From an optimization exercise on the open Yosys and OpenROAD flow, aimed at small area and a short achievable clock period; shortcuts taken in it are not production practice.
No functional check of the RTL was part of any run shown here.
Power and IR drop assume default switching activity.

===== config.mk =====
export PLATFORM = sky130hd
export DESIGN_NAME = cim_mac_tree
export DESIGN_NICKNAME = cim_mac_tree
export VERILOG_FILES = /design/flow/design.v
export SDC_FILE = /design/flow/constraint.sdc
export NUM_CORES = 4
export LEC_CHECK = 0
export CAP_MARGIN = 20
export CORE_MARGIN = 2
export CORE_UTILIZATION = 40
export SLEW_MARGIN = 20
export SYNTH_HIERARCHICAL = 1

===== constraint.sdc =====
create_clock -name core_clock -period 8.0 [get_ports {clk}]
set_input_delay 1.6000 -clock core_clock [delete_from_list [all_inputs] [get_ports {clk}]]
set_output_delay 1.6000 -clock core_clock [all_outputs]
set_load 0.01 [all_outputs]

===== design.v =====
module adder_1bit ( 
    input  a,
    input  b,
    input  cin,
    output sum,
    output cout
);
    assign sum  = a ^ b ^ cin;
    assign cout = (a & b) | (b & cin) | (a & cin);
endmodule
module cim_mac_tree (
    input         clk,
    input         rst_n,
    input         mac_en,
    input  [7:0]  col_mux,
    input  [15:0] data_in,
    input  [7:0]  bank0,  bank1,  bank2,  bank3,
                  bank4,  bank5,  bank6,  bank7,
                  bank8,  bank9,  bank10, bank11,
                  bank12, bank13, bank14, bank15,
    output reg [11:0] sum
);
    wire [15:0] en  = data_in & {16{mac_en}};
    wire [7:0]  col = col_mux & {8{~mac_en}};
    wire g0_0 = ~((bank0[0] & en[0]) | (|(bank0 & col)));
    wire g0_1 = ~(bank0[1] & en[0]);
    wire g0_2 = ~(bank0[2] & en[0]);
    wire g0_3 = ~(bank0[3] & en[0]);
    wire g0_4 = ~(bank0[4] & en[0]);
    wire g0_5 = ~(bank0[5] & en[0]);
    wire g0_6 = ~(bank0[6] & en[0]);
    wire g0_7 = ~(bank0[7] & en[0]);
    wire g1_0 = ~((bank1[0] & en[1]) | (|(bank1 & col)));
    wire g1_1 = ~(bank1[1] & en[1]);
    wire g1_2 = ~(bank1[2] & en[1]);
    wire g1_3 = ~(bank1[3] & en[1]);
    wire g1_4 = ~(bank1[4] & en[1]);
    wire g1_5 = ~(bank1[5] & en[1]);
    wire g1_6 = ~(bank1[6] & en[1]);
    wire g1_7 = ~(bank1[7] & en[1]);
    wire g2_0 = ~((bank2[0] & en[2]) | (|(bank2 & col)));
    wire g2_1 = ~(bank2[1] & en[2]);
    wire g2_2 = ~(bank2[2] & en[2]);
    wire g2_3 = ~(bank2[3] & en[2]);
    wire g2_4 = ~(bank2[4] & en[2]);
    wire g2_5 = ~(bank2[5] & en[2]);
    wire g2_6 = ~(bank2[6] & en[2]);
    wire g2_7 = ~(bank2[7] & en[2]);
    wire g3_0 = ~((bank3[0] & en[3]) | (|(bank3 & col)));
    wire g3_1 = ~(bank3[1] & en[3]);
    wire g3_2 = ~(bank3[2] & en[3]);
    wire g3_3 = ~(bank3[3] & en[3]);
    wire g3_4 = ~(bank3[4] & en[3]);
    wire g3_5 = ~(bank3[5] & en[3]);
    wire g3_6 = ~(bank3[6] & en[3]);
    wire g3_7 = ~(bank3[7] & en[3]);
    wire g4_0 = ~((bank4[0] & en[4]) | (|(bank4 & col)));
    wire g4_1 = ~(bank4[1] & en[4]);
    wire g4_2 = ~(bank4[2] & en[4]);
    wire g4_3 = ~(bank4[3] & en[4]);
    wire g4_4 = ~(bank4[4] & en[4]);
    wire g4_5 = ~(bank4[5] & en[4]);
    wire g4_6 = ~(bank4[6] & en[4]);
    wire g4_7 = ~(bank4[7] & en[4]);
    wire g5_0 = ~((bank5[0] & en[5]) | (|(bank5 & col)));
    wire g5_1 = ~(bank5[1] & en[5]);
    wire g5_2 = ~(bank5[2] & en[5]);
    wire g5_3 = ~(bank5[3] & en[5]);
    wire g5_4 = ~(bank5[4] & en[5]);
    wire g5_5 = ~(bank5[5] & en[5]);
    wire g5_6 = ~(bank5[6] & en[5]);
    wire g5_7 = ~(bank5[7] & en[5]);
    wire g6_0 = ~((bank6[0] & en[6]) | (|(bank6 & col)));
    wire g6_1 = ~(bank6[1] & en[6]);
    wire g6_2 = ~(bank6[2] & en[6]);
    wire g6_3 = ~(bank6[3] & en[6]);
    wire g6_4 = ~(bank6[4] & en[6]);
    wire g6_5 = ~(bank6[5] & en[6]);
    wire g6_6 = ~(bank6[6] & en[6]);
    wire g6_7 = ~(bank6[7] & en[6]);
    wire g7_0 = ~((bank7[0] & en[7]) | (|(bank7 & col)));
    wire g7_1 = ~(bank7[1] & en[7]);
    wire g7_2 = ~(bank7[2] & en[7]);
    wire g7_3 = ~(bank7[3] & en[7]);
    wire g7_4 = ~(bank7[4] & en[7]);
    wire g7_5 = ~(bank7[5] & en[7]);
    wire g7_6 = ~(bank7[6] & en[7]);
    wire g7_7 = ~(bank7[7] & en[7]);
    wire g8_0 = ~((bank8[0] & en[8]) | (|(bank8 & col)));
    wire g8_1 = ~(bank8[1] & en[8]);
    wire g8_2 = ~(bank8[2] & en[8]);
    wire g8_3 = ~(bank8[3] & en[8]);
    wire g8_4 = ~(bank8[4] & en[8]);
    wire g8_5 = ~(bank8[5] & en[8]);
    wire g8_6 = ~(bank8[6] & en[8]);
    wire g8_7 = ~(bank8[7] & en[8]);
    wire g9_0 = ~((bank9[0] & en[9]) | (|(bank9 & col)));
    wire g9_1 = ~(bank9[1] & en[9]);
    wire g9_2 = ~(bank9[2] & en[9]);
    wire g9_3 = ~(bank9[3] & en[9]);
    wire g9_4 = ~(bank9[4] & en[9]);
    wire g9_5 = ~(bank9[5] & en[9]);
    wire g9_6 = ~(bank9[6] & en[9]);
    wire g9_7 = ~(bank9[7] & en[9]);
    wire g10_0 = ~((bank10[0] & en[10]) | (|(bank10 & col)));
    wire g10_1 = ~(bank10[1] & en[10]);
    wire g10_2 = ~(bank10[2] & en[10]);
    wire g10_3 = ~(bank10[3] & en[10]);
    wire g10_4 = ~(bank10[4] & en[10]);
    wire g10_5 = ~(bank10[5] & en[10]);
    wire g10_6 = ~(bank10[6] & en[10]);
    wire g10_7 = ~(bank10[7] & en[10]);
    wire g11_0 = ~((bank11[0] & en[11]) | (|(bank11 & col)));
    wire g11_1 = ~(bank11[1] & en[11]);
    wire g11_2 = ~(bank11[2] & en[11]);
    wire g11_3 = ~(bank11[3] & en[11]);
    wire g11_4 = ~(bank11[4] & en[11]);
    wire g11_5 = ~(bank11[5] & en[11]);
    wire g11_6 = ~(bank11[6] & en[11]);
    wire g11_7 = ~(bank11[7] & en[11]);
    wire g12_0 = ~((bank12[0] & en[12]) | (|(bank12 & col)));
    wire g12_1 = ~(bank12[1] & en[12]);
    wire g12_2 = ~(bank12[2] & en[12]);
    wire g12_3 = ~(bank12[3] & en[12]);
    wire g12_4 = ~(bank12[4] & en[12]);
    wire g12_5 = ~(bank12[5] & en[12]);
    wire g12_6 = ~(bank12[6] & en[12]);
    wire g12_7 = ~(bank12[7] & en[12]);
    wire g13_0 = ~((bank13[0] & en[13]) | (|(bank13 & col)));
    wire g13_1 = ~(bank13[1] & en[13]);
    wire g13_2 = ~(bank13[2] & en[13]);
    wire g13_3 = ~(bank13[3] & en[13]);
    wire g13_4 = ~(bank13[4] & en[13]);
    wire g13_5 = ~(bank13[5] & en[13]);
    wire g13_6 = ~(bank13[6] & en[13]);
    wire g13_7 = ~(bank13[7] & en[13]);
    wire g14_0 = ~((bank14[0] & en[14]) | (|(bank14 & col)));
    wire g14_1 = ~(bank14[1] & en[14]);
    wire g14_2 = ~(bank14[2] & en[14]);
    wire g14_3 = ~(bank14[3] & en[14]);
    wire g14_4 = ~(bank14[4] & en[14]);
    wire g14_5 = ~(bank14[5] & en[14]);
    wire g14_6 = ~(bank14[6] & en[14]);
    wire g14_7 = ~(bank14[7] & en[14]);
    wire g15_0 = ~((bank15[0] & en[15]) | (|(bank15 & col)));
    wire g15_1 = ~(bank15[1] & en[15]);
    wire g15_2 = ~(bank15[2] & en[15]);
    wire g15_3 = ~(bank15[3] & en[15]);
    wire g15_4 = ~(bank15[4] & en[15]);
    wire g15_5 = ~(bank15[5] & en[15]);
    wire g15_6 = ~(bank15[6] & en[15]);
    wire g15_7 = ~(bank15[7] & en[15]);
    wire s1, c2;
    wire s3, c4;
    wire s5, c6;
    wire s7, c8;
    wire s9, c10;
    wire s11, c12;
    wire s13, c14;
    wire s15, c16;
    wire s17, c18;
    wire s19, c20;
    wire s21, c22;
    wire s23, c24;
    wire s25, c26;
    wire s27, c28;
    wire s29, c30;
    wire s31, c32;
    wire s33, c34;
    wire s35, c36;
    wire s37, c38;
    wire s39, c40;
    wire s41, c42;
    wire s43, c44;
    wire s45, c46;
    wire s47, c48;
    wire s49, c50;
    wire s51, c52;
    wire s53, c54;
    wire s55, c56;
    wire s57, c58;
    wire s59, c60;
    wire s61, c62;
    wire s63, c64;
    wire s65, c66;
    wire s67, c68;
    wire s69, c70;
    wire s71, c72;
    wire s73, c74;
    wire s75, c76;
    wire s77, c78;
    wire s79, c80;
    wire s81, c82;
    wire s83, c84;
    wire s85, c86;
    wire s87, c88;
    wire s89, c90;
    wire s91, c92;
    wire s93, c94;
    wire s95, c96;
    wire s97, c98;
    wire s99, c100;
    wire s101, c102;
    wire s103, c104;
    wire s105, c106;
    wire s107, c108;
    wire s109, c110;
    wire s111, c112;
    wire s113, c114;
    wire s115, c116;
    wire s117, c118;
    wire s119, c120;
    wire s121, c122;
    wire s123, c124;
    wire s125, c126;
    wire s127, c128;
    wire s129, c130;
    wire s131, c132;
    wire s133, c134;
    wire s135, c136;
    wire s137, c138;
    wire s139, c140;
    wire s141, c142;
    wire s143, c144;
    wire s145, c146;
    wire s147, c148;
    wire s149, c150;
    wire s151, c152;
    wire s153, c154;
    wire s155, c156;
    wire s157, c158;
    wire s159, c160;
    wire s161, c162;
    wire s163, c164;
    wire s165, c166;
    wire s167, c168;
    wire s169, c170;
    wire s171, c172;
    wire s173, c174;
    wire s175, c176;
    wire s177, c178;
    wire s179, c180;
    wire s181, c182;
    wire s183, c184;
    wire s185, c186;
    wire s187, c188;
    wire s189, c190;
    wire s191, c192;
    wire s193, c194;
    wire s195, c196;
    wire s197, c198;
    wire s199, c200;
    wire s201, c202;
    wire s203, c204;
    wire s205, c206;
    wire s207, c208;
    wire s209, c210;
    wire s211, c212;
    wire s213, c214;
    wire s215, c216;
    wire s217, c218;
    adder_1bit u_s1 (.a(g0_0), .b(g1_0), .cin(g2_0), .sum(s1), .cout(c2));
    adder_1bit u_s3 (.a(g3_0), .b(g4_0), .cin(g5_0), .sum(s3), .cout(c4));
    adder_1bit u_s5 (.a(g6_0), .b(g7_0), .cin(g8_0), .sum(s5), .cout(c6));
    adder_1bit u_s7 (.a(g9_0), .b(g10_0), .cin(g11_0), .sum(s7), .cout(c8));
    adder_1bit u_s9 (.a(g12_0), .b(g13_0), .cin(g14_0), .sum(s9), .cout(c10));
    adder_1bit u_s11 (.a(g0_1), .b(g1_1), .cin(g2_1), .sum(s11), .cout(c12));
    adder_1bit u_s13 (.a(g3_1), .b(g4_1), .cin(g5_1), .sum(s13), .cout(c14));
    adder_1bit u_s15 (.a(g6_1), .b(g7_1), .cin(g8_1), .sum(s15), .cout(c16));
    adder_1bit u_s17 (.a(g9_1), .b(g10_1), .cin(g11_1), .sum(s17), .cout(c18));
    adder_1bit u_s19 (.a(g12_1), .b(g13_1), .cin(g14_1), .sum(s19), .cout(c20));
    adder_1bit u_s21 (.a(g15_1), .b(s11), .cin(s13), .sum(s21), .cout(c22));
    adder_1bit u_s23 (.a(s15), .b(s17), .cin(s19), .sum(s23), .cout(c24));
    adder_1bit u_s25 (.a(g0_2), .b(g1_2), .cin(g2_2), .sum(s25), .cout(c26));
    adder_1bit u_s27 (.a(g3_2), .b(g4_2), .cin(g5_2), .sum(s27), .cout(c28));
    adder_1bit u_s29 (.a(g6_2), .b(g7_2), .cin(g8_2), .sum(s29), .cout(c30));
    adder_1bit u_s31 (.a(g9_2), .b(g10_2), .cin(g11_2), .sum(s31), .cout(c32));
    adder_1bit u_s33 (.a(g12_2), .b(g13_2), .cin(g14_2), .sum(s33), .cout(c34));
    adder_1bit u_s35 (.a(g15_2), .b(c12), .cin(c14), .sum(s35), .cout(c36));
    adder_1bit u_s37 (.a(c16), .b(c18), .cin(c20), .sum(s37), .cout(c38));
    adder_1bit u_s39 (.a(s25), .b(s27), .cin(s29), .sum(s39), .cout(c40));
    adder_1bit u_s41 (.a(g0_3), .b(g1_3), .cin(g2_3), .sum(s41), .cout(c42));
    adder_1bit u_s43 (.a(g3_3), .b(g4_3), .cin(g5_3), .sum(s43), .cout(c44));
    adder_1bit u_s45 (.a(g6_3), .b(g7_3), .cin(g8_3), .sum(s45), .cout(c46));
    adder_1bit u_s47 (.a(g9_3), .b(g10_3), .cin(g11_3), .sum(s47), .cout(c48));
    adder_1bit u_s49 (.a(g12_3), .b(g13_3), .cin(g14_3), .sum(s49), .cout(c50));
    adder_1bit u_s51 (.a(g15_3), .b(c26), .cin(c28), .sum(s51), .cout(c52));
    adder_1bit u_s53 (.a(c30), .b(c32), .cin(c34), .sum(s53), .cout(c54));
    adder_1bit u_s55 (.a(s41), .b(s43), .cin(s45), .sum(s55), .cout(c56));
    adder_1bit u_s57 (.a(g0_4), .b(g1_4), .cin(g2_4), .sum(s57), .cout(c58));
    adder_1bit u_s59 (.a(g3_4), .b(g4_4), .cin(g5_4), .sum(s59), .cout(c60));
    adder_1bit u_s61 (.a(g6_4), .b(g7_4), .cin(g8_4), .sum(s61), .cout(c62));
    adder_1bit u_s63 (.a(g9_4), .b(g10_4), .cin(g11_4), .sum(s63), .cout(c64));
    adder_1bit u_s65 (.a(g12_4), .b(g13_4), .cin(g14_4), .sum(s65), .cout(c66));
    adder_1bit u_s67 (.a(g15_4), .b(c42), .cin(c44), .sum(s67), .cout(c68));
    adder_1bit u_s69 (.a(c46), .b(c48), .cin(c50), .sum(s69), .cout(c70));
    adder_1bit u_s71 (.a(s57), .b(s59), .cin(s61), .sum(s71), .cout(c72));
    adder_1bit u_s73 (.a(g0_5), .b(g1_5), .cin(g2_5), .sum(s73), .cout(c74));
    adder_1bit u_s75 (.a(g3_5), .b(g4_5), .cin(g5_5), .sum(s75), .cout(c76));
    adder_1bit u_s77 (.a(g6_5), .b(g7_5), .cin(g8_5), .sum(s77), .cout(c78));
    adder_1bit u_s79 (.a(g9_5), .b(g10_5), .cin(g11_5), .sum(s79), .cout(c80));
    adder_1bit u_s81 (.a(g12_5), .b(g13_5), .cin(g14_5), .sum(s81), .cout(c82));
    adder_1bit u_s83 (.a(g15_5), .b(c58), .cin(c60), .sum(s83), .cout(c84));
    adder_1bit u_s85 (.a(c62), .b(c64), .cin(c66), .sum(s85), .cout(c86));
    adder_1bit u_s87 (.a(s73), .b(s75), .cin(s77), .sum(s87), .cout(c88));
    adder_1bit u_s89 (.a(g0_6), .b(g1_6), .cin(g2_6), .sum(s89), .cout(c90));
    adder_1bit u_s91 (.a(g3_6), .b(g4_6), .cin(g5_6), .sum(s91), .cout(c92));
    adder_1bit u_s93 (.a(g6_6), .b(g7_6), .cin(g8_6), .sum(s93), .cout(c94));
    adder_1bit u_s95 (.a(g9_6), .b(g10_6), .cin(g11_6), .sum(s95), .cout(c96));
    adder_1bit u_s97 (.a(g12_6), .b(g13_6), .cin(g14_6), .sum(s97), .cout(c98));
    adder_1bit u_s99 (.a(g15_6), .b(c74), .cin(c76), .sum(s99), .cout(c100));
    adder_1bit u_s101 (.a(c78), .b(c80), .cin(c82), .sum(s101), .cout(c102));
    adder_1bit u_s103 (.a(s89), .b(s91), .cin(s93), .sum(s103), .cout(c104));
    adder_1bit u_s105 (.a(g0_7), .b(g1_7), .cin(g2_7), .sum(s105), .cout(c106));
    adder_1bit u_s107 (.a(g3_7), .b(g4_7), .cin(g5_7), .sum(s107), .cout(c108));
    adder_1bit u_s109 (.a(g6_7), .b(g7_7), .cin(g8_7), .sum(s109), .cout(c110));
    adder_1bit u_s111 (.a(g9_7), .b(g10_7), .cin(g11_7), .sum(s111), .cout(c112));
    adder_1bit u_s113 (.a(g12_7), .b(g13_7), .cin(g14_7), .sum(s113), .cout(c114));
    adder_1bit u_s115 (.a(g15_7), .b(c90), .cin(c92), .sum(s115), .cout(c116));
    adder_1bit u_s117 (.a(c94), .b(c96), .cin(c98), .sum(s117), .cout(c118));
    adder_1bit u_s119 (.a(s105), .b(s107), .cin(s109), .sum(s119), .cout(c120));
    adder_1bit u_s121 (.a(c106), .b(c108), .cin(c110), .sum(s121), .cout(c122));
    reg  [66:0] r1;
    wire [66:0] d1 = {c122, s121, c120, c118, c116, c114, c112, s119, s117, s115, c104, c102, c100, s113, s111, s103, s101, s99, c88, c86, c84, s97, s95, s87, s85, s83, c72, c70, c68, s81, s79, s71, s69, s67, c56, c54, c52, s65, s63, s55, s53, s51, c40, c38, c36, s49, s47, s39, s37, s35, c24, c22, s33, s31, c10, c8, c6, c4, c2, s23, s21, s9, s7, s5, s3, s1, g15_0};
    adder_1bit u_s123 (.a(r1[0]), .b(r1[1]), .cin(r1[2]), .sum(s123), .cout(c124));
    adder_1bit u_s125 (.a(r1[3]), .b(r1[4]), .cin(r1[5]), .sum(s125), .cout(c126));
    adder_1bit u_s127 (.a(r1[6]), .b(r1[7]), .cin(r1[8]), .sum(s127), .cout(c128));
    adder_1bit u_s129 (.a(r1[9]), .b(r1[10]), .cin(r1[11]), .sum(s129), .cout(c130));
    adder_1bit u_s131 (.a(r1[12]), .b(c124), .cin(c126), .sum(s131), .cout(c132));
    adder_1bit u_s133 (.a(s127), .b(s129), .cin(s131), .sum(s133), .cout(c134));
    adder_1bit u_s135 (.a(r1[13]), .b(r1[14]), .cin(r1[15]), .sum(s135), .cout(c136));
    adder_1bit u_s137 (.a(r1[16]), .b(r1[17]), .cin(r1[18]), .sum(s137), .cout(c138));
    adder_1bit u_s139 (.a(r1[19]), .b(c128), .cin(c130), .sum(s139), .cout(c140));
    adder_1bit u_s141 (.a(s135), .b(s137), .cin(c132), .sum(s141), .cout(c142));
    adder_1bit u_s143 (.a(s139), .b(c134), .cin(s141), .sum(s143), .cout(c144));
    adder_1bit u_s145 (.a(r1[20]), .b(r1[21]), .cin(r1[22]), .sum(s145), .cout(c146));
    adder_1bit u_s147 (.a(r1[23]), .b(r1[24]), .cin(r1[25]), .sum(s147), .cout(c148));
    adder_1bit u_s149 (.a(r1[26]), .b(r1[27]), .cin(c136), .sum(s149), .cout(c150));
    adder_1bit u_s151 (.a(c138), .b(s145), .cin(s147), .sum(s151), .cout(c152));
    adder_1bit u_s153 (.a(c140), .b(s149), .cin(s151), .sum(s153), .cout(c154));
    adder_1bit u_s155 (.a(c142), .b(s153), .cin(c144), .sum(s155), .cout(c156));
    adder_1bit u_s157 (.a(r1[28]), .b(r1[29]), .cin(r1[30]), .sum(s157), .cout(c158));
    adder_1bit u_s159 (.a(r1[31]), .b(r1[32]), .cin(r1[33]), .sum(s159), .cout(c160));
    adder_1bit u_s161 (.a(r1[34]), .b(r1[35]), .cin(c146), .sum(s161), .cout(c162));
    adder_1bit u_s163 (.a(c148), .b(s157), .cin(s159), .sum(s163), .cout(c164));
    adder_1bit u_s165 (.a(c150), .b(c152), .cin(s161), .sum(s165), .cout(c166));
    adder_1bit u_s167 (.a(s163), .b(c154), .cin(s165), .sum(s167), .cout(c168));
    adder_1bit u_s169 (.a(r1[36]), .b(r1[37]), .cin(r1[38]), .sum(s169), .cout(c170));
    adder_1bit u_s171 (.a(r1[39]), .b(r1[40]), .cin(r1[41]), .sum(s171), .cout(c172));
    adder_1bit u_s173 (.a(r1[42]), .b(r1[43]), .cin(c158), .sum(s173), .cout(c174));
    adder_1bit u_s175 (.a(c160), .b(s169), .cin(s171), .sum(s175), .cout(c176));
    adder_1bit u_s177 (.a(c162), .b(c164), .cin(s173), .sum(s177), .cout(c178));
    adder_1bit u_s179 (.a(s175), .b(c166), .cin(s177), .sum(s179), .cout(c180));
    adder_1bit u_s181 (.a(r1[44]), .b(r1[45]), .cin(r1[46]), .sum(s181), .cout(c182));
    adder_1bit u_s183 (.a(r1[47]), .b(r1[48]), .cin(r1[49]), .sum(s183), .cout(c184));
    adder_1bit u_s185 (.a(r1[50]), .b(r1[51]), .cin(c170), .sum(s185), .cout(c186));
    adder_1bit u_s187 (.a(c172), .b(s181), .cin(s183), .sum(s187), .cout(c188));
    adder_1bit u_s189 (.a(c174), .b(c176), .cin(s185), .sum(s189), .cout(c190));
    adder_1bit u_s191 (.a(s187), .b(c178), .cin(s189), .sum(s191), .cout(c192));
    adder_1bit u_s193 (.a(r1[52]), .b(r1[53]), .cin(r1[54]), .sum(s193), .cout(c194));
    adder_1bit u_s195 (.a(r1[55]), .b(r1[56]), .cin(r1[57]), .sum(s195), .cout(c196));
    adder_1bit u_s197 (.a(r1[58]), .b(r1[59]), .cin(c182), .sum(s197), .cout(c198));
    adder_1bit u_s199 (.a(c184), .b(s193), .cin(s195), .sum(s199), .cout(c200));
    adder_1bit u_s201 (.a(c186), .b(c188), .cin(s197), .sum(s201), .cout(c202));
    adder_1bit u_s203 (.a(s199), .b(c190), .cin(s201), .sum(s203), .cout(c204));
    adder_1bit u_s205 (.a(r1[60]), .b(r1[61]), .cin(r1[62]), .sum(s205), .cout(c206));
    adder_1bit u_s207 (.a(r1[63]), .b(r1[64]), .cin(r1[65]), .sum(s207), .cout(c208));
    adder_1bit u_s209 (.a(c194), .b(c196), .cin(s205), .sum(s209), .cout(c210));
    adder_1bit u_s211 (.a(s207), .b(c198), .cin(c200), .sum(s211), .cout(c212));
    adder_1bit u_s213 (.a(s209), .b(c202), .cin(s211), .sum(s213), .cout(c214));
    adder_1bit u_s215 (.a(r1[66]), .b(c206), .cin(c208), .sum(s215), .cout(c216));
    adder_1bit u_s217 (.a(c210), .b(s215), .cin(c212), .sum(s217), .cout(c218));
    wire [11:0] rowA = {1'b1, c216, c214, c204, c192, c180, c168, s167, s155, s143, s133, s123};
    wire [11:0] rowB = {1'b1, c218, s217, s213, s203, s191, s179, c156, 1'b1, 1'b1, 1'b1, s125};
    wire [11:0] tot = ~(rowA + rowB + 12'd1);
    reg first;
    always @(posedge clk or negedge rst_n) begin
        if (!rst_n) first <= 1'b1;
        else        first <= 1'b0;
    end
    always @(posedge clk) r1 <= d1;
    always @(posedge clk or negedge rst_n) begin
        if (!rst_n) sum <= 12'd0;
        else        sum <= first ? 12'd0 : tot;
    end
endmodule

===== flow/run.sh =====
#!/bin/bash
# The standard layout (the standard.sh, unchanged synthesis), with the
# port buffers made of the smallest buffer instead of the default choice.
set -o pipefail
export BUFFER_PORTS_ARGS="-buffer_cell sky130_fd_sc_hd__buf_1"
bash standard.sh finish > standard_flow.log 2>&1

===== standard.sh =====
#!/bin/bash
# synth_recipe.tcl (not shown) runs the flow's synth.tcl, then flattens the netlist and writes it again
# the make line also repeats each setting of config.mk as NAME=value (left out here)
make -C /OpenROAD-flow-scripts/flow DESIGN_CONFIG=/design/flow/config.mk WORK_HOME=/design/flow/orfs CLKGATE_MAP_FILE= SYNTH_SCRIPT=/design/flow/synth_recipe.tcl "${@:-finish}"

==> results of run 1 <==
-- power groups by stage --
stage,combinational [mW],clock [mW],sequential (mW)
after detailed placement,1.22,0,0.529
after floorplan,0.937,0,0.524
after global placement,1.19,0,0.528
after global routing,1.38,0.427,0.526
final,1.21,0.399,0.519
after CTS,1.22,0.407,0.520
-- registers in the layout, summed over array words and instances (netlist names) --
| signal | flops |
|---|---|
| r1 | 67 |
| sum | 12 |
| first | 1 |
-- critical path, cell delays in order (launching register included) --
cell and delay (ns):
dfxtp_1 0.36, fa_1 0.40, fa_1 0.48, fa_1 0.40, fa_1 0.42, fa_1 0.49, or4b_4 0.55, a21oi_4 0.20
o31a_4 0.15, mux2_4 0.29
-- layer usage --
metal,global-route usage,vias to the layer above,part of all wire
li1,-,2074,-
met1,0.341,2284,0.39
met2,0.479,256,0.49
met3,0.0660,53,0.073
met4,0.126,2,0.045
met5,0,-,0.00063
-- stage by stage --
step	setup WS (ns)	hold WS [ns]	power [mW]	utilization	area, sq um
after floorplan	4.28	0.628	1.46	-	5710
after global placement	4.19	0.593	1.72	0.463	6430
after detailed placement	4.15	0.600	1.75	0.463	6430
after CTS	4.13	0.617	2.15	0.484	6720
after global routing	3.94	0.638	2.33	0.484	6720
final	4.16	0.611	2.13	0.484	6720
-- how the worst min path moves through the flow --
stage / start / to / cells after the start
2_1_floorplan: first / sum[8] / 2
3_3_place_gp: first / sum[6] / 1
3_5_place_dp: first / sum[4] / 1
4_1_cts: first / sum[4] / 1
5_1_grt: first / sum[2] / 1
6_report: first / sum[4] / 1
-- Yosys cell counts (2+ instances only) --
library cell,instances
a21oi_1,20
a222oi_1,16
a22oi_1,32
a31oi_1,18
and2_1,16
clkbuf_1,35
dfrtp_1,12
dfxtp_1,67
fa_1,109
ha_1,9
inv_1,4
nand2_1,147
nand2b_1,5
nor2_1,7
nor2b_1,4
nor3_1,2
nor3b_1,2
o21a_1,4
o21ai_0,4
xnor2_1,2
xor2_1,3
-- modules after synthesis, one instance, submodules excluded --
module / flops+latches / cell area (sq um)
adder_1bit: 0 / 20.0
cim_mac_tree: 80 / 3520
-- final cells by class --
cell class	instances	area (sq um)	share of cell area
sequential	80	1670	0.248
clock buffer	10	239	0.0356
inverter	4	15.0	0.00224
tap	180	225	0.0335
multi-input combinational	413	3890	0.579
clock inverter	6	48.8	0.00726
timing repair buffer	167	631	0.0939
-- kinds of logic after synthesis --
group / share of synthesized area
adder cells (fa/ha/maj): 0.402
multiplexers: 0.00636
buffers and inverters: 0.0257
other: 0.000657
flip-flops: 0.292
AND/OR/NAND/NOR: 0.139
AO/OA/AOI/OAI: 0.127
XOR/XNOR: 0.00768
==> impl_metrics.toml, run 1 <==
[layout]
synthToLayoutAreaGrowth_pct = 17.7
most-common-layout-cells = "166 x buf_1, 147 x nand2_1, 109 x fa_1"
layout_commonest_cell = "buf_1"
layout.nets = 948
stdcell_count = 860
diodes = 0
fillerInstances = 1365
drive_gt1_frac = 0.0353

[global_routing]
grt_max_degree = 48
grt_pass1_wl_um = 29700
grt_usage = 0.282
grt_overflow = 0
antenna_found_initial = 2
grt_pass1_vias = 5199

[cts]
holdBufCountCts = 0
cts_root_buf = "clkbuf_16"
cts_tree = "yes"
htreeDepth = 3
cts_setup_buffers = 0
cts_sinks = 80
path_clk_slew_ns = 0.06
clock_path_buffers = 2
cts_buffers = 9
clkLatencyLatePin_ns = 0.35
postCtsResizedCells = 0

[power_and_ir_drop]
p_per_area_mw_per_mm2 = 317
p_leak_nw = 2.23
p_sw_uw = 874
max-vdd-ir-drop_mv = 0.197
pwr-share-seq = 0.244
intPower_mw = 1.25
p_sw_frac = 0.411
pwr-share-clk = 0.188
combPwrFrac = 0.568

[timing]
period_needed_ns = 3.84
skew_ns = 0.00771
setup_viol = 0
finalMaxSlewViolations = 0
rsz0062_at_grt = "no"
fin_crit_sh = 0.480
tightest_slew_ns = 0.998
hold_violations = 0
relSlewSlack = 0.335
max_freq_mhz = 261
finalSetupTns_ns = 0

[logic_synthesis]
synth_edf_count = 0
synth-seq-cells = 80
syn_nets = 805
synthFlopType = "dfxtp_1"
async_flop_share = 0.163
synth_area_leaders = "fa_1 38%, dfxtp_1 24%, nand2_1 9.7%, dfrtp_1 5.3%, a22oi_1 4.2%"
netlist_area_sq_mm = 0.00571
yosysTopAreaCell = "fa_1"
synth_cells = 532
synth_area_per_cell_sq_um = 10.7
yosysTopAreaCellShare = 0.382
yosysSeqAreaShare = 0.292
yosysUniqueCellTypes = 35
yosys_warnings = 7

[worst_setup_path]
startpoint_type = "register"
rrSetupSlack_ns = 4.16
critPathMaxFanout = 4
critPathRequiredTime_ns = 8.23
critical_path_class = "reg2reg"
cp.arrival_ns = 4.07
cp-startpoint = "r1[2]"
r2r_cells = 9
r2r_end = "sum[9]"
r2r-start = "r1[2]"
cp-endpoint = "sum[9]"
cp-end-kind = "register"

[routing]
ant_nets = 0
vias = 4669
drt_pre_antenna_iters = 8
wl_per_cell_um = 23.9
drt-initial-drc-count = 314
viasPerCell = 5.43
post-route-drc-count = 0
totalWireLength_um = 20600

[hold_path]
worstHoldPathType = "reg2reg"

[floorplan]
initial_core_util = 0.411
die_y_um = 123
ios = 167
rows = 43
dieWidth_um = 123
core_region_area_sq_mm = 0.0139
die_area_sq_mm = 0.0152

[place]
globalplace.congestion = 1.02
port_buffers = 166
dp_cells = 844
hpwlAfterDp_um = 17700

[outcome]
status = "finished clean"

[job]
drv_cap = 0
==> run 2: changes to the inputs <==
--- a/config.mk
+++ b/config.mk
@@ -8,5 +8,6 @@
 export CAP_MARGIN = 20
 export CORE_MARGIN = 2
 export CORE_UTILIZATION = 40
+export SETUP_SLACK_MARGIN = 4.5
 export SLEW_MARGIN = 20
 export SYNTH_HIERARCHICAL = 1
==> impl_metrics.toml, run 2 <==
[cts]
path_clk_slew_ns = 0.07
htreeDepth = 3
clkLatencyLatePin_ns = 0.34
holdBufCountCts = 0
cts_sinks = 80
cts_buffers = 9
cts_root_buf = "clkbuf_16"
clock_path_buffers = 2
cts_tree = "yes"

[logic_synthesis]
synth_edf_count = 0
yosysTopAreaCell = "fa_1"
synth_cells = 532
yosysMostFrequentCell = "nand2_1"
synth_area_leaders = "fa_1 38%, dfxtp_1 24%, nand2_1 9.7%, dfrtp_1 5.3%, a22oi_1 4.2%"
yosysUniqueCellTypes = 35
syn_nets = 805
netlist_area_sq_mm = 0.00571
yosysTopAreaCellShare = 0.382
yosys_warnings = 7
async_flop_share = 0.163
synthFlopType = "dfxtp_1"
yosysSeqAreaShare = 0.292
netlist_top_cells_count = "147 x nand2_1, 109 x fa_1, 67 x dfxtp_1"
synth-seq-cells = 80
synth_area_per_cell_sq_um = 10.7

[layout]
layout.nets = 954
most-common-layout-cells = "166 x buf_1, 146 x nand2_1, 99 x fa_1"
largest_reg_flops = 67
top_register = "r1"
top_regs = "r1 (67), sum (12), first (1)"
layout_commonest_cell = "buf_1"
stdcell_count = 867
fillerInstances = 1321
drive_gt1_frac = 0.0714
synthToLayoutAreaGrowth_pct = 20.9

[timing]
max_freq_mhz = 276
fin_ws_ns = 4.38
fin_crit_sh = 0.452
tightest_slew_ns = 0.905
hold_ws_ns = 0.619
finalSetupTns_ns = 0
rsz0062_at_grt = "yes"
skew_ns = 0.00778
setup_viol = 0
hold_violations = 0
relSlewSlack = 0.397
finalMaxSlewViolations = 0
period_needed_ns = 3.62

[power_and_ir_drop]
max-vdd-ir-drop_mv = 0.258
p_leak_nw = 2.28
p_per_area_mw_per_mm2 = 380
power_mw = 2.62

[global_routing]
grt_pass1_vias = 5050
grt_usage = 0.268
grt_overflow = 0
antenna_found_initial = 3
grt_max_degree = 48
grt_pass1_wl_um = 29200

[worst_setup_path]
cp.arrival_ns = 3.84
startpoint_type = "register"
critPathRequiredTime_ns = 8.23
path_cells = "fa_2 -> fa_2 -> fa_1 -> fa_2 -> fa_2 -> or4b_4 -> a21oi_4 -> o31a_4 -> mux2_4"
crit_path_frequent_cell = "fa_2"
r2r_cells = 9
critPathMaxFanout = 4
crit_buf_inv = 0
cpMaxStageDelayCell = "or4b_4"
cp_num_cells = 9
max_stage_delay_ns = 0.55
critical_path_class = "reg2reg"
critical_path.top_delay_family = "adder cells"
cp-end-kind = "register"

[place]
port_buffers = 166
dp_slack_ns = 4.19
dp_cells = 844
globalplace.congestion = 1.06
hpwlAfterDp_um = 17400

[floorplan]
ios = 167
core_region_area_sq_mm = 0.0139
rows = 43
die_y_um = 123
initial_core_util = 0.411
die_area_sq_mm = 0.0152
dieWidth_um = 123

[routing]
drt-initial-drc-count = 361
ant_nets = 0
wl_per_cell_um = 23.2
drt_pre_antenna_iters = 7
vias = 4755
post-route-drc-count = 0
viasPerCell = 5.48
totalWireLength_um = 20100

[hold_path]
worstHoldPathType = "reg2reg"
hold_depth = 1

[job]
drv_cap = 0

[outcome]
status = "finished clean"
[run 2: power by group]
part	internal (mW)	switching (mW)	leakage [nW]	total, mW
sequential	0.478	0.0427	0.724	0.521
combinational	0.861	0.827	1.40	1.69
clock	0.223	0.190	0.150	0.413
[run 2: cell families after synthesis]
group                      count (synthesis)  share of synthesized area
adders and majority gates                118                      0.402
AOI/OAI and AO/OA                         99                      0.127
and+or+nand+nor                          187                      0.139
xor gates and xnor gates                   5                    0.00768
other                                      1                   0.000657
buffers and inverters                     39                     0.0257
muxes                                      3                    0.00636
DFF                                       80                      0.292
[run 2: through the flow]
stage | instance area [sq um] | util
after floorplan | 5720 | -
after CTS | 6830 | 0.492
after global routing | 6890 | 0.497
after global placement | 6440 | 0.464
final | 6900 | 0.497
after detailed placement | 6440 | 0.464
[run 2: path summary, 6_finish.rpt]
kind	start	to	slack, ns
max in group asynchronous	rst_n	sum[0]	6.28
min in group asynchronous	rst_n	sum[8]	1.28
worst min-delay path	first	sum[2]	0.62
worst max register to register	r1[0]	sum[9]	4.38
worst min register to register	first	sum[2]	0.62
worst max-delay path	r1[0]	sum[9]	4.38
[run 2: metal layers]
| metal | GRT usage | wire [um] | part of all wire | vias up |
|---|---|---|---|---|
| met5 | 0 | 27 | 0.0013 | - |
| met4 | 0.0803 | 577 | 0.029 | 4 |
| met3 | 0.0637 | 1590 | 0.079 | 36 |
| met2 | 0.452 | 9770 | 0.49 | 266 |
| met1 | 0.343 | 8140 | 0.40 | 2361 |
| li1 | - | - | - | 2088 |
[run 2: repair_timing]
action                     CTS  global route
resized for setup           15             8
setup endpoints to repair    5             6
buffers inserted             2             4
pin swaps                    4             3
[run 2: final cells by class]
type	count	area (sq um)	area share
tap	180	225	0.0327
clock inverter	7	76.3	0.0111
sequential	80	1670	0.242
inverter	4	15.0	0.00218
clock buffer	9	225	0.0327
multi-input combinational	413	4000	0.580
antenna	1	2.50	0.000363
timing repair buffer	173	679	0.0985
[run 2: modules after synthesis, one instance, submodules excluded]
module / times used / flip-flops and latches / cell area, sq um / cells
cim_mac_tree: 1 / 80 / 3520 / 423
adder_1bit: 109 / 0 / 20.0 / 1
[run 2: worst register-to-register path, stage by stage, from the launching register on]
cell     delay [ns]
dfxtp_2        0.33
fa_2           0.39
fa_2           0.38
fa_1           0.46
fa_2           0.36
fa_2           0.44
or4b_4         0.55
a21oi_4        0.17
o31a_4         0.16
mux2_4         0.29
==> run 3: changes to the inputs <==
--- a/design.v
+++ b/design.v
@@ -18,7 +18,7 @@
                   bank4,  bank5,  bank6,  bank7,
                   bank8,  bank9,  bank10, bank11,
                   bank12, bank13, bank14, bank15,
-    output reg [11:0] sum
+    output [11:0] sum
 );
     wire [15:0] en  = data_in & {16{mac_en}};
     wire [7:0]  col = col_mux & {8{~mac_en}};
@@ -259,6 +259,8 @@
     wire s213, c214;
     wire s215, c216;
     wire s217, c218;
+    wire s219, c220;
+    wire s221, c222;
     adder_1bit u_s1 (.a(g0_0), .b(g1_0), .cin(g2_0), .sum(s1), .cout(c2));
     adder_1bit u_s3 (.a(g3_0), .b(g4_0), .cin(g5_0), .sum(s3), .cout(c4));
     adder_1bit u_s5 (.a(g6_0), .b(g7_0), .cin(g8_0), .sum(s5), .cout(c6));
@@ -322,57 +324,69 @@
     adder_1bit u_s121 (.a(c106), .b(c108), .cin(c110), .sum(s121), .cout(c122));
     reg  [66:0] r1;
     wire [66:0] d1 = {c122, s121, c120, c118, c116, c114, c112, s119, s117, s115, c104, c102, c100, s113, s111, s103, s101, s99, c88, c86, c84, s97, s95, s87, s85, s83, c72, c70, c68, s81, s79, s71, s69, s67, c56, c54, c52, s65, s63, s55, s53, s51, c40, c38, c36, s49, s47, s39, s37, s35, c24, c22, s33, s31, c10, c8, c6, c4, c2, s23, s21, s9, s7, s5, s3, s1, g15_0};
-    adder_1bit u_s123 (.a(r1[0]), .b(r1[1]), .cin(r1[2]), .sum(s123), .cout(c124));
-    adder_1bit u_s125 (.a(r1[3]), .b(r1[4]), .cin(r1[5]), .sum(s125), .cout(c126));
-    adder_1bit u_s127 (.a(r1[6]), .b(r1[7]), .cin(r1[8]), .sum(s127), .cout(c128));
-    adder_1bit u_s129 (.a(r1[9]), .b(r1[10]), .cin(r1[11]), .sum(s129), .cout(c130));
-    adder_1bit u_s131 (.a(r1[12]), .b(c124), .cin(c126), .sum(s131), .cout(c132));
-    adder_1bit u_s133 (.a(s127), .b(s129), .cin(s131), .sum(s133), .cout(c134));
-    adder_1bit u_s135 (.a(r1[13]), .b(r1[14]), .cin(r1[15]), .sum(s135), .cout(c136));
-    adder_1bit u_s137 (.a(r1[16]), .b(r1[17]), .cin(r1[18]), .sum(s137), .cout(c138));
-    adder_1bit u_s139 (.a(r1[19]), .b(c128), .cin(c130), .sum(s139), .cout(c140));
-    adder_1bit u_s141 (.a(s135), .b(s137), .cin(c132), .sum(s141), .cout(c142));
-    adder_1bit u_s143 (.a(s139), .b(c134), .cin(s141), .sum(s143), .cout(c144));
-    adder_1bit u_s145 (.a(r1[20]), .b(r1[21]), .cin(r1[22]), .sum(s145), .cout(c146));
-    adder_1bit u_s147 (.a(r1[23]), .b(r1[24]), .cin(r1[25]), .sum(s147), .cout(c148));
-    adder_1bit u_s149 (.a(r1[26]), .b(r1[27]), .cin(c136), .sum(s149), .cout(c150));
-    adder_1bit u_s151 (.a(c138), .b(s145), .cin(s147), .sum(s151), .cout(c152));
-    adder_1bit u_s153 (.a(c140), .b(s149), .cin(s151), .sum(s153), .cout(c154));
-    adder_1bit u_s155 (.a(c142), .b(s153), .cin(c144), .sum(s155), .cout(c156));
-    adder_1bit u_s157 (.a(r1[28]), .b(r1[29]), .cin(r1[30]), .sum(s157), .cout(c158));
-    adder_1bit u_s159 (.a(r1[31]), .b(r1[32]), .cin(r1[33]), .sum(s159), .cout(c160));
-    adder_1bit u_s161 (.a(r1[34]), .b(r1[35]), .cin(c146), .sum(s161), .cout(c162));
-    adder_1bit u_s163 (.a(c148), .b(s157), .cin(s159), .sum(s163), .cout(c164));
-    adder_1bit u_s165 (.a(c150), .b(c152), .cin(s161), .sum(s165), .cout(c166));
-    adder_1bit u_s167 (.a(s163), .b(c154), .cin(s165), .sum(s167), .cout(c168));
-    adder_1bit u_s169 (.a(r1[36]), .b(r1[37]), .cin(r1[38]), .sum(s169), .cout(c170));
-    adder_1bit u_s171 (.a(r1[39]), .b(r1[40]), .cin(r1[41]), .sum(s171), .cout(c172));
-    adder_1bit u_s173 (.a(r1[42]), .b(r1[43]), .cin(c158), .sum(s173), .cout(c174));
-    adder_1bit u_s175 (.a(c160), .b(s169), .cin(s171), .sum(s175), .cout(c176));
-    adder_1bit u_s177 (.a(c162), .b(c164), .cin(s173), .sum(s177), .cout(c178));
-    adder_1bit u_s179 (.a(s175), .b(c166), .cin(s177), .sum(s179), .cout(c180));
-    adder_1bit u_s181 (.a(r1[44]), .b(r1[45]), .cin(r1[46]), .sum(s181), .cout(c182));
-    adder_1bit u_s183 (.a(r1[47]), .b(r1[48]), .cin(r1[49]), .sum(s183), .cout(c184));
-    adder_1bit u_s185 (.a(r1[50]), .b(r1[51]), .cin(c170), .sum(s185), .cout(c186));
-    adder_1bit u_s187 (.a(c172), .b(s181), .cin(s183), .sum(s187), .cout(c188));
-    adder_1bit u_s189 (.a(c174), .b(c176), .cin(s185), .sum(s189), .cout(c190));
-    adder_1bit u_s191 (.a(s187), .b(c178), .cin(s189), .sum(s191), .cout(c192));
-    adder_1bit u_s193 (.a(r1[52]), .b(r1[53]), .cin(r1[54]), .sum(s193), .cout(c194));
-    adder_1bit u_s195 (.a(r1[55]), .b(r1[56]), .cin(r1[57]), .sum(s195), .cout(c196));
-    adder_1bit u_s197 (.a(r1[58]), .b(r1[59]), .cin(c182), .sum(s197), .cout(c198));
-    adder_1bit u_s199 (.a(c184), .b(s193), .cin(s195), .sum(s199), .cout(c200));
-    adder_1bit u_s201 (.a(c186), .b(c188), .cin(s197), .sum(s201), .cout(c202));
-    adder_1bit u_s203 (.a(s199), .b(c190), .cin(s201), .sum(s203), .cout(c204));
-    adder_1bit u_s205 (.a(r1[60]), .b(r1[61]), .cin(r1[62]), .sum(s205), .cout(c206));
-    adder_1bit u_s207 (.a(r1[63]), .b(r1[64]), .cin(r1[65]), .sum(s207), .cout(c208));
-    adder_1bit u_s209 (.a(c194), .b(c196), .cin(s205), .sum(s209), .cout(c210));
-    adder_1bit u_s211 (.a(s207), .b(c198), .cin(c200), .sum(s211), .cout(c212));
-    adder_1bit u_s213 (.a(s209), .b(c202), .cin(s211), .sum(s213), .cout(c214));
-    adder_1bit u_s215 (.a(r1[66]), .b(c206), .cin(c208), .sum(s215), .cout(c216));
-    adder_1bit u_s217 (.a(c210), .b(s215), .cin(c212), .sum(s217), .cout(c218));
-    wire [11:0] rowA = {1'b1, c216, c214, c204, c192, c180, c168, s167, s155, s143, s133, s123};
-    wire [11:0] rowB = {1'b1, c218, s217, s213, s203, s191, s179, c156, 1'b1, 1'b1, 1'b1, s125};
-    wire [11:0] tot = ~(rowA + rowB + 12'd1);
+    assign s123 = ~(r1[6] ^ r1[7]);
+    assign c124 = r1[6] | r1[7];
+    adder_1bit u_s125 (.a(r1[13]), .b(r1[14]), .cin(r1[15]), .sum(s125), .cout(c126));
+    adder_1bit u_s127 (.a(r1[20]), .b(r1[21]), .cin(r1[22]), .sum(s127), .cout(c128));
+    assign s129 = ~(r1[23] ^ r1[24]);
+    assign c130 = r1[23] | r1[24];
+    adder_1bit u_s131 (.a(r1[28]), .b(r1[29]), .cin(r1[30]), .sum(s131), .cout(c132));
+    adder_1bit u_s133 (.a(r1[31]), .b(r1[32]), .cin(r1[33]), .sum(s133), .cout(c134));
+    adder_1bit u_s135 (.a(r1[36]), .b(r1[37]), .cin(r1[38]), .sum(s135), .cout(c136));
+    adder_1bit u_s137 (.a(r1[39]), .b(r1[40]), .cin(r1[41]), .sum(s137), .cout(c138));
+    adder_1bit u_s139 (.a(r1[44]), .b(r1[45]), .cin(r1[46]), .sum(s139), .cout(c140));
+    adder_1bit u_s141 (.a(r1[47]), .b(r1[48]), .cin(r1[49]), .sum(s141), .cout(c142));
+    adder_1bit u_s143 (.a(r1[52]), .b(r1[53]), .cin(r1[54]), .sum(s143), .cout(c144));
+    adder_1bit u_s145 (.a(r1[55]), .b(r1[56]), .cin(r1[57]), .sum(s145), .cout(c146));
+    adder_1bit u_s147 (.a(r1[60]), .b(r1[61]), .cin(r1[62]), .sum(s147), .cout(c148));
+    adder_1bit u_s149 (.a(r1[0]), .b(r1[1]), .cin(r1[2]), .sum(s149), .cout(c150));
+    adder_1bit u_s151 (.a(r1[8]), .b(r1[9]), .cin(r1[10]), .sum(s151), .cout(c152));
+    assign s153 = ~(r1[11] ^ r1[12]);
+    assign c154 = r1[11] | r1[12];
+    adder_1bit u_s155 (.a(r1[16]), .b(r1[17]), .cin(r1[18]), .sum(s155), .cout(c156));
+    adder_1bit u_s157 (.a(r1[19]), .b(c124), .cin(s125), .sum(s157), .cout(c158));
+    adder_1bit u_s159 (.a(r1[25]), .b(r1[26]), .cin(r1[27]), .sum(s159), .cout(c160));
+    adder_1bit u_s161 (.a(c126), .b(s127), .cin(s129), .sum(s161), .cout(c162));
+    adder_1bit u_s163 (.a(r1[34]), .b(r1[35]), .cin(c128), .sum(s163), .cout(c164));
+    adder_1bit u_s165 (.a(c130), .b(s131), .cin(s133), .sum(s165), .cout(c166));
+    adder_1bit u_s167 (.a(r1[42]), .b(r1[43]), .cin(c132), .sum(s167), .cout(c168));
+    adder_1bit u_s169 (.a(c134), .b(s135), .cin(s137), .sum(s169), .cout(c170));
+    adder_1bit u_s171 (.a(r1[50]), .b(r1[51]), .cin(c136), .sum(s171), .cout(c172));
+    adder_1bit u_s173 (.a(c138), .b(s139), .cin(s141), .sum(s173), .cout(c174));
+    adder_1bit u_s175 (.a(r1[58]), .b(r1[59]), .cin(c140), .sum(s175), .cout(c176));
+    adder_1bit u_s177 (.a(c142), .b(s143), .cin(s145), .sum(s177), .cout(c178));
+    adder_1bit u_s179 (.a(r1[63]), .b(r1[64]), .cin(r1[65]), .sum(s179), .cout(c180));
+    adder_1bit u_s181 (.a(c144), .b(c146), .cin(s147), .sum(s181), .cout(c182));
+    assign s183 = ~(r1[3] ^ r1[4]);
+    assign c184 = r1[3] | r1[4];
+    adder_1bit u_s185 (.a(s123), .b(c150), .cin(s151), .sum(s185), .cout(c186));
+    adder_1bit u_s187 (.a(c152), .b(c154), .cin(s155), .sum(s187), .cout(c188));
+    adder_1bit u_s189 (.a(c156), .b(s159), .cin(c158), .sum(s189), .cout(c190));
+    adder_1bit u_s191 (.a(c160), .b(c162), .cin(s163), .sum(s191), .cout(c192));
+    adder_1bit u_s193 (.a(c164), .b(c166), .cin(s167), .sum(s193), .cout(c194));
+    adder_1bit u_s195 (.a(c168), .b(c170), .cin(s171), .sum(s195), .cout(c196));
+    adder_1bit u_s197 (.a(c172), .b(c174), .cin(s175), .sum(s197), .cout(c198));
+    adder_1bit u_s199 (.a(s179), .b(c176), .cin(c178), .sum(s199), .cout(c200));
+    adder_1bit u_s201 (.a(r1[66]), .b(c148), .cin(c180), .sum(s201), .cout(c202));
+    assign s203 = ~(r1[5] ^ s149);
+    assign c204 = r1[5] | s149;
+    adder_1bit u_s205 (.a(s153), .b(c184), .cin(s185), .sum(s205), .cout(c206));
+    adder_1bit u_s207 (.a(s157), .b(c186), .cin(s187), .sum(s207), .cout(c208));
+    adder_1bit u_s209 (.a(s161), .b(c188), .cin(s189), .sum(s209), .cout(c210));
+    adder_1bit u_s211 (.a(s165), .b(c190), .cin(s191), .sum(s211), .cout(c212));
+    adder_1bit u_s213 (.a(s169), .b(c192), .cin(s193), .sum(s213), .cout(c214));
+    adder_1bit u_s215 (.a(s173), .b(c194), .cin(s195), .sum(s215), .cout(c216));
+    adder_1bit u_s217 (.a(s177), .b(c196), .cin(s197), .sum(s217), .cout(c218));
+    adder_1bit u_s219 (.a(s181), .b(c198), .cin(s199), .sum(s219), .cout(c220));
+    adder_1bit u_s221 (.a(c182), .b(s201), .cin(c200), .sum(s221), .cout(c222));
+    wire [11:0] rowA = {1'b1, c202, c220, c218, c216, c214, c212, c210, c208, c206, c204, s183};
+    wire [11:0] rowB = {1'b1, c222, s221, s219, s217, s215, s213, s211, s209, s207, s205, s203};
+    wire [11:0] xa = ~rowA, xb = ~rowB;
+    wire [6:0] lo = xa[5:0] + xb[5:0];
+    wire [5:0] hi = xa[11:6] + xb[11:6];
+    wire [12:0] tot = {hi, lo};
+    reg  [12:0] s2;    
+    assign sum = {s2[12:7] + s2[6], s2[5:0]};
     reg first;
     always @(posedge clk or negedge rst_n) begin
         if (!rst_n) first <= 1'b1;
@@ -380,7 +394,7 @@
     end
     always @(posedge clk) r1 <= d1;
     always @(posedge clk or negedge rst_n) begin
-        if (!rst_n) sum <= 12'd0;
-        else        sum <= first ? 12'd0 : tot;
+        if (!rst_n) s2 <= 13'd0;
+        else        s2 <= first ? 13'd0 : tot;
     end
 endmodule
--- a/config.mk
+++ b/config.mk
@@ -7,7 +7,8 @@
 export LEC_CHECK = 0
 export CAP_MARGIN = 20
 export CORE_MARGIN = 2
-export CORE_UTILIZATION = 40
-export SETUP_SLACK_MARGIN = 4.5
+export CORE_UTILIZATION = 55
+export CTS_BUF_LIST = sky130_fd_sc_hd__clkbuf_4 sky130_fd_sc_hd__clkbuf_8
+export SETUP_SLACK_MARGIN = 4.8
 export SLEW_MARGIN = 20
 export SYNTH_HIERARCHICAL = 1
==> impl_metrics.toml, run 3 <==
[routing]
wl_per_cell_um = 26.6
ant_nets = 0
totalWireLength_um = 22700
viasPerCell = 6.22
drt-initial-drc-count = 530
drt_pre_antenna_iters = 6
vias = 5316
post-route-drc-count = 0

[logic_synthesis]
async_flop_share = 0.173
netlist_area_sq_mm = 0.00603
synth_edf_count = 0
synthFlopType = "dfxtp_1"
yosysMostFrequentCell = "nand2_1"
yosysTopAreaCell = "fa_1"
synth_area_per_cell_sq_um = 10.6
syn_nets = 851
yosysSeqAreaShare = 0.281
synth-seq-cells = 81
yosysUniqueCellTypes = 44
synth_area_leaders = "fa_1 36%, dfxtp_1 22%, nand2_1 7.6%, a22oi_1 6.2%, dfrtp_1 5.4%"
yosys_warnings = 7
netlist_top_cells_count = "122 x nand2_1, 108 x fa_1, 67 x dfxtp_1"
yosysTopAreaCellShare = 0.359
synth_cells = 570

[timing]
fin_crit_sh = 0.436
max_freq_mhz = 287
relSlewSlack = 0.455
period_needed_ns = 3.49
setup_viol = 0
hold_violations = 0
finalMaxSlewViolations = 0
rsz0062_at_grt = "yes"
finalSetupTns_ns = 0
tightest_slew_ns = 0.817
skew_ns = 0.0147

[cts]
cts_root_buf = "clkbuf_8"
path_clk_slew_ns = 0.10
cts_sinks = 81
clock_path_buffers = 2
cts_buffers = 9
cts_tree = "yes"
clkLatencyLatePin_ns = 0.35
htreeDepth = 3

[layout]
most-common-layout-cells = "158 x buf_1, 117 x nand2_1, 92 x fa_1"
top_register = "r1"
layout.nets = 990
largest_reg_flops = 67
stdcell_count = 855
design_area_sq_mm = 0.00706
layout_commonest_cell = "buf_1"
fillerInstances = 816
top_regs = "r1 (67), s2 (13), first (1)"
drive_gt1_frac = 0.125
synthToLayoutAreaGrowth_pct = 17.2

[power_and_ir_drop]
pwr-share-clk = 0.155
max-vdd-ir-drop_mv = 0.372
pwr-share-seq = 0.236
p_sw_frac = 0.420
p_sw_uw = 943
combPwrFrac = 0.609
p_per_area_mw_per_mm2 = 317
p_leak_nw = 2.51
power_mw = 2.24
intPower_mw = 1.30

[place]
globalplace.congestion = 0.996
place_area_sq_mm = 0.00665
port_buffers = 166
dp_cells = 836
hpwlAfterDp_um = 18200

[hold_path]
worstHoldPathType = "reg2reg"
hold_depth = 1
hp-start = "first"
hold_end = "s2[1]"

[global_routing]
antenna_found_initial = 2
grt_pass1_vias = 5685
grt_usage = 0.381
grt_overflow = 0
grt_max_degree = 39
grt_pass1_wl_um = 31500

[worst_setup_path]
startpoint_type = "register"
r2r_cells = 10
cp-end-kind = "register"
critPathRequiredTime_ns = 8.24
cp.arrival_ns = 3.73
r2r-start = "r1[36]"
r2r_end = "s2[11]"
critPathMaxFanout = 2
rrSetupSlack_ns = 4.51
critical_path_class = "reg2reg"

[outcome]
status = "finished clean"

[floorplan]
ios = 167
rows = 38
core_region_area_sq_mm = 0.0107
dieWidth_um = 109
initial_core_util = 0.561
die_area_sq_mm = 0.0118
die_y_um = 109

[job]
drv_cap = 0
run 3: cell count changes after synthesis, moves of 4 or more:
| cell | delta |
|---|---|
| nand2_1 | -25 |
| a222oi_1 | -9 |
| a31oi_1 | -11 |
| inv_1 | +34 |
| o21ai_0 | -4 |
| buf_2 | +17 |
| a41oi_1 | +9 |
| buf_4 | +6 |
| a22oi_1 | +18 |
| clkbuf_1 | -19 |
| ha_1 | +9 |
run 3: per-module statistics from Yosys (local to each module, per instance):
module / flops+latches / copies in the design / cells inside / cell area, sq um
adder_1bit: 0 / 106 / 1 / 20.0
cim_mac_tree: 81 / 1 / 464 / 3900
run 3: per-layer routing:
layer / GRT usage / part of all wire / up-vias / routed length (um)
li1: - / - / 2170 / -
met3: 0.0998 / 0.11 / 127 / 2460
met2: 0.631 / 0.48 / 481 / 10900
met4: 0.241 / 0.072 / 0 / 1640
met1: 0.441 / 0.34 / 2538 / 7770
met5: 0 / 0 / - / 0
run 3: power groups by stage:
stage          clock network [mW]  logic, mW  registers (mW)
5_1_grt                     0.365       1.48           0.535
2_1_floorplan                   0      0.815           0.514
6_report                    0.347       1.37           0.529
3_3_place_gp                    0       1.00           0.529
4_1_cts                     0.348       1.21           0.525
3_5_place_dp                    0       1.09           0.532
run 3: logic make-up after synthesis:
family | synth area share
AO/OA/AOI/OAI | 0.128
other | 0.000622
AND/OR/NAND/NOR | 0.127
XOR/XNOR | 0.00727
flip-flops | 0.281
multiplexers | 0.00187
adder cells (fa/ha/maj) | 0.396
buffers and inverters | 0.0590
run 3: cell type report:
type / instances / area (sq um) / area share
Multi-Input combinational cell: 410 / 4150 / 0.587
Sequential cell: 81 / 1710 / 0.241
Timing Repair Buffer: 169 / 663 / 0.0939
Tap cell: 140 / 175 / 0.0248
Inverter: 38 / 143 / 0.0202
Clock buffer: 9 / 124 / 0.0175
Clock inverter: 7 / 106 / 0.0151
Antenna cell: 1 / 2.50 / 0.000354
run 3: through the flow:
stage / utilization / hold slack, ns / worst slack, ns
floorplan: - / 0.593 / 4.55
finish: 0.657 / 0.665 / 4.51
global placement: 0.618 / 0.615 / 4.23
detailed placement: 0.618 / 0.640 / 4.23
global route: 0.657 / 0.691 / 4.45
CTS: 0.650 / 0.671 / 4.48
run 3: worst max path at each step:
stage / slack, ns / to / cells after the start / startpoint
final: 4.51 / s2[11] / 10 / r1[36]
after detailed placement: 4.23 / r1[51] / 6 / mac_en
after floorplan: 4.55 / s2[11] / 10 / r1[36]
after CTS: 4.48 / s2[11] / 10 / r1[41]
after global placement: 4.23 / r1[59] / 6 / mac_en
after global routing: 4.45 / s2[11] / 10 / r1[40]
run 3: what timing repair did:
| item | CTS | global route |
|---|---|---|
| endpoints found under the setup margin | 48 | 40 |
| hold buffers | 0 | 0 |
| endpoints found under the hold margin | 0 | 0 |
| resized for setup | 33 | 37 |
| setup buffers | 1 | 1 |
| pin swaps | 10 | 6 |
| cloned | 0 | 0 |
run 3: worst max-delay path, cell delays in order, from the launching register on:
cell,delay (ns)
dfxtp_2,0.34
fa_2,0.39
fa_1,0.53
fa_1,0.43
fa_1,0.49
inv_1,0.05
ha_2,0.18
fa_2,0.34
a21o_1,0.17
a21oi_2,0.15
mux2_4,0.31
==> run 4: changes to the inputs <==
--- a/design.v
+++ b/design.v
@@ -386,15 +386,20 @@
     wire [5:0] hi = xa[11:6] + xb[11:6];
     wire [12:0] tot = {hi, lo};
     reg  [12:0] s2;    
-    assign sum = {s2[12:7] + s2[6], s2[5:0]};
-    reg first;
+    wire [11:0] s2sum = {s2[12:7] + s2[6], s2[5:0]};
+    reg first, valid;
     always @(posedge clk or negedge rst_n) begin
-        if (!rst_n) first <= 1'b1;
-        else        first <= 1'b0;
+        if (!rst_n) begin
+            first <= 1'b1;
+            valid <= 1'b0;
+        end else begin
+            first <= 1'b0;
+            valid <= ~first;
+        end
     end
-    always @(posedge clk) r1 <= d1;
-    always @(posedge clk or negedge rst_n) begin
-        if (!rst_n) s2 <= 13'd0;
-        else        s2 <= first ? 13'd0 : tot;
+    always @(posedge clk) begin
+        r1 <= d1;
+        s2 <= tot;
     end
+    assign sum = s2sum & {12{valid}};
 endmodule
--- a/config.mk
+++ b/config.mk
@@ -7,8 +7,8 @@
 export LEC_CHECK = 0
 export CAP_MARGIN = 20
 export CORE_MARGIN = 2
-export CORE_UTILIZATION = 55
+export CORE_UTILIZATION = 60
 export CTS_BUF_LIST = sky130_fd_sc_hd__clkbuf_4 sky130_fd_sc_hd__clkbuf_8
-export SETUP_SLACK_MARGIN = 4.8
+export SETUP_SLACK_MARGIN = 4.7
 export SLEW_MARGIN = 20
 export SYNTH_HIERARCHICAL = 1
==> impl_metrics.toml, run 4 <==
[outcome]
status = "finished clean"

[routing]
post-route-drc-count = 0
vias = 5557
ant_nets = 0
wl_per_cell_um = 28.9
viasPerCell = 6.55
drt_pre_antenna_iters = 10
totalWireLength_um = 24500
drt-initial-drc-count = 699

[logic_synthesis]
async_flop_share = 0.0244
synth_area_leaders = "fa_1 37%, dfxtp_1 27%, nand2_1 7.8%, a22oi_1 6.6%, ha_1 3.8%"
yosysMostFrequentCell = "nand2_1"
yosysSeqAreaShare = 0.279
yosys_warnings = 7
synth_area_per_cell_sq_um = 10.5
syn_nets = 844
netlist_area_sq_mm = 0.00592
synth_edf_count = 0
synthFlopType = "dfxtp_1"
yosysTopAreaCell = "fa_1"
synth_cells = 563
netlist_top_cells_count = "123 x nand2_1, 108 x fa_1, 80 x dfxtp_1"
yosysTopAreaCellShare = 0.365
synth-seq-cells = 82
yosysUniqueCellTypes = 29

[place]
globalplace.congestion = 1.01
dp_cells = 828
place_area_sq_mm = 0.00653
hpwlAfterDp_um = 17800
port_buffers = 166

[global_routing]
grt_usage = 0.435
grt_pass1_wl_um = 32000
grt_overflow = 0
grt_pass1_vias = 5680
grt_max_degree = 39
antenna_found_initial = 2

[timing]
hold_ws_ns = 0.446
skew_ns = 0.0110
finalSetupTns_ns = 0
max_freq_mhz = 292
period_needed_ns = 3.42
rsz0062_at_grt = "yes"
fin_crit_sh = 0.428
hold_violations = 0
tightest_slew_ns = 1.03
finalMaxSlewViolations = 0
setup_viol = 0
relSlewSlack = 0.314

[layout]
most-common-layout-cells = "163 x buf_1, 123 x nand2_1, 94 x fa_1"
top_regs = "r1 (67), s2 (13)"
largest_reg_flops = 67
top_register = "r1"
layout.nets = 991
stdcell_count = 849
fillerInstances = 647
drive_gt1_frac = 0.103
layout_commonest_cell = "buf_1"
design_area_sq_mm = 0.00696
synthToLayoutAreaGrowth_pct = 17.7

[job]
drv_cap = 0

[cts]
cts_buffers = 9
clock_path_buffers = 2
path_clk_slew_ns = 0.09
cts_sinks = 82
cts_root_buf = "clkbuf_8"
cts_tree = "yes"
holdBufCountCts = 0
clkLatencyLatePin_ns = 0.38
htreeDepth = 3

[worst_setup_path]
critPathRequiredTime_ns = 8.26
crit_buf_inv = 1
cp.arrival_ns = 3.68
cpMaxStageDelayCell = "fa_2"
path_cells = "fa_1 -> fa_2 -> fa_2 -> fa_1 -> inv_1 -> ha_1 -> o21ai_2 -> nor2_1 -> o21ai_0 -> nand2b_1"
cp-end-kind = "register"
critPathMaxFanout = 3
startpoint_type = "register"
critical_path.top_delay_family = "adder cells"
cp_num_cells = 10
max_stage_delay_ns = 0.60
critical_path_class = "reg2reg"
r2r_cells = 10

[floorplan]
rows = 36
die_y_um = 103
core_region_area_sq_mm = 0.00968
initial_core_util = 0.611
die_area_sq_mm = 0.0107
ios = 167
dieWidth_um = 103

[hold_path]
hold_depth = 1
worstHoldPathType = "reg2reg"

[power_and_ir_drop]
p_leak_nw = 2.45
p_per_area_mw_per_mm2 = 339
max-vdd-ir-drop_mv = 0.334
run 4: final timing paths:
path / start / endpoint / slack (ns)
setup / recovery: r1[20] / s2[6] / 4.58
hold / removal: first / valid / 0.45
setup reg to reg: r1[20] / s2[6] / 4.58
hold reg to reg: first / valid / 0.45
max in group asynchronous: rst_n / first / 6.79
min in group asynchronous: rst_n / valid / 1.00
run 4: report_power, final:
| group | internal [mW] | switching (mW) |
|---|---|---|
| clock network | 0.186 | 0.165 |
| registers | 0.506 | 0.0667 |
| logic | 0.612 | 0.824 |
run 4: Yosys stat by module (local to each module, per instance):
module / copies in the design / area, sq um / cells inside
adder_1bit: 106 / 20.0 / 1
cim_mac_tree: 1 / 3790 / 457
run 4: worst register-to-register path: stages (launching register included):
cell,delay (ns)
dfxtp_1,0.33
fa_1,0.47
fa_2,0.60
fa_2,0.46
fa_1,0.50
inv_1,0.05
ha_1,0.35
o21ai_2,0.12
nor2_1,0.08
o21ai_0,0.25
nand2b_1,0.11
run 4: per-stage QoR:
| step | utilization | power [mW] | setup slack (ns) |
|---|---|---|---|
| final | 0.719 | 2.36 | 4.58 |
| after detailed placement | 0.674 | 1.59 | 4.25 |
| after floorplan | - | 1.28 | 4.72 |
| after CTS | 0.705 | 2.01 | 4.67 |
| after global placement | 0.674 | 1.49 | 4.26 |
| after global routing | 0.719 | 2.49 | 4.48 |
run 4: cell families (layout without fill, tap and decap cells):
group           Yosys count  after routing  synth area share
simple gates            162            162             0.117
other cells               1              2          0.000634
xor+xnor                  9              9            0.0133
buf+inv                  75            227            0.0560
compound gates          108            108             0.130
fa+ha+maj               126            126             0.404
flops                    82             82             0.279
run 4: what timing repair did:
action | CTS | global route
setup endpoints to repair | 15 | 27
pin swaps | 9 | 24
setup buffers | 2 | 2
cloned | 0 | 0
resized for setup | 21 | 43
run 4: cell type report:
type	instances	area, sq um	share of cell area
Inverter	40	150	0.0216
Antenna cell	1	2.50	0.000359
Tap cell	133	166	0.0239
Timing Repair Buffer	171	672	0.0965
Clock buffer	11	139	0.0199
Sequential cell	82	1660	0.239
Multi-Input combinational cell	406	4080	0.586
Clock inverter	5	87.6	0.0126
run 4: layer usage:
layer,wire length (um),part of all wire,vias to the layer above,GRT usage
met3,3020,0.12,189,0.126
met2,11400,0.46,575,0.723
met1,8110,0.33,2643,0.492
met4,2050,0.084,0,0.282
li1,-,-,2150,-
met5,0,0,-,0

## static timing again, ports no longer ideal
The results above use ideal ports. As a check the final layouts listed here were re-extracted and re-timed, cells and wires unchanged. Step 1: set_driving_cell puts a clkbuf_16 on clk and a buf_2 on each other input, an assumption about the parent block. Step 2 also shifts input and output timing later by t, the mid clock arrival at the registers, as if the neighbouring blocks saw the same clock. a / b / c = ideal / step 1 / step 2; a / b = the first two.
run | shift t [ns] | setup WS [ns] | worst register clock-pin slew, ns
run 1 | 0.385 | 4.161 / 4.161 / 4.145 | 0.06 / 0.06
run 2 | 0.367 | 4.382 / 4.382 / 4.237 | 0.07 / 0.07
run 3 | 0.376 | 4.512 / 4.512 / 4.436 | 0.10 / 0.10
run 4 | 0.408 | 4.576 / 4.576 / 4.337 | 0.09 / 0.09
After both steps every run listed still meets setup and hold. The setup slack of run 4, which loses most, moves by 0.000 ns with the drivers and by -0.239 ns with both steps.
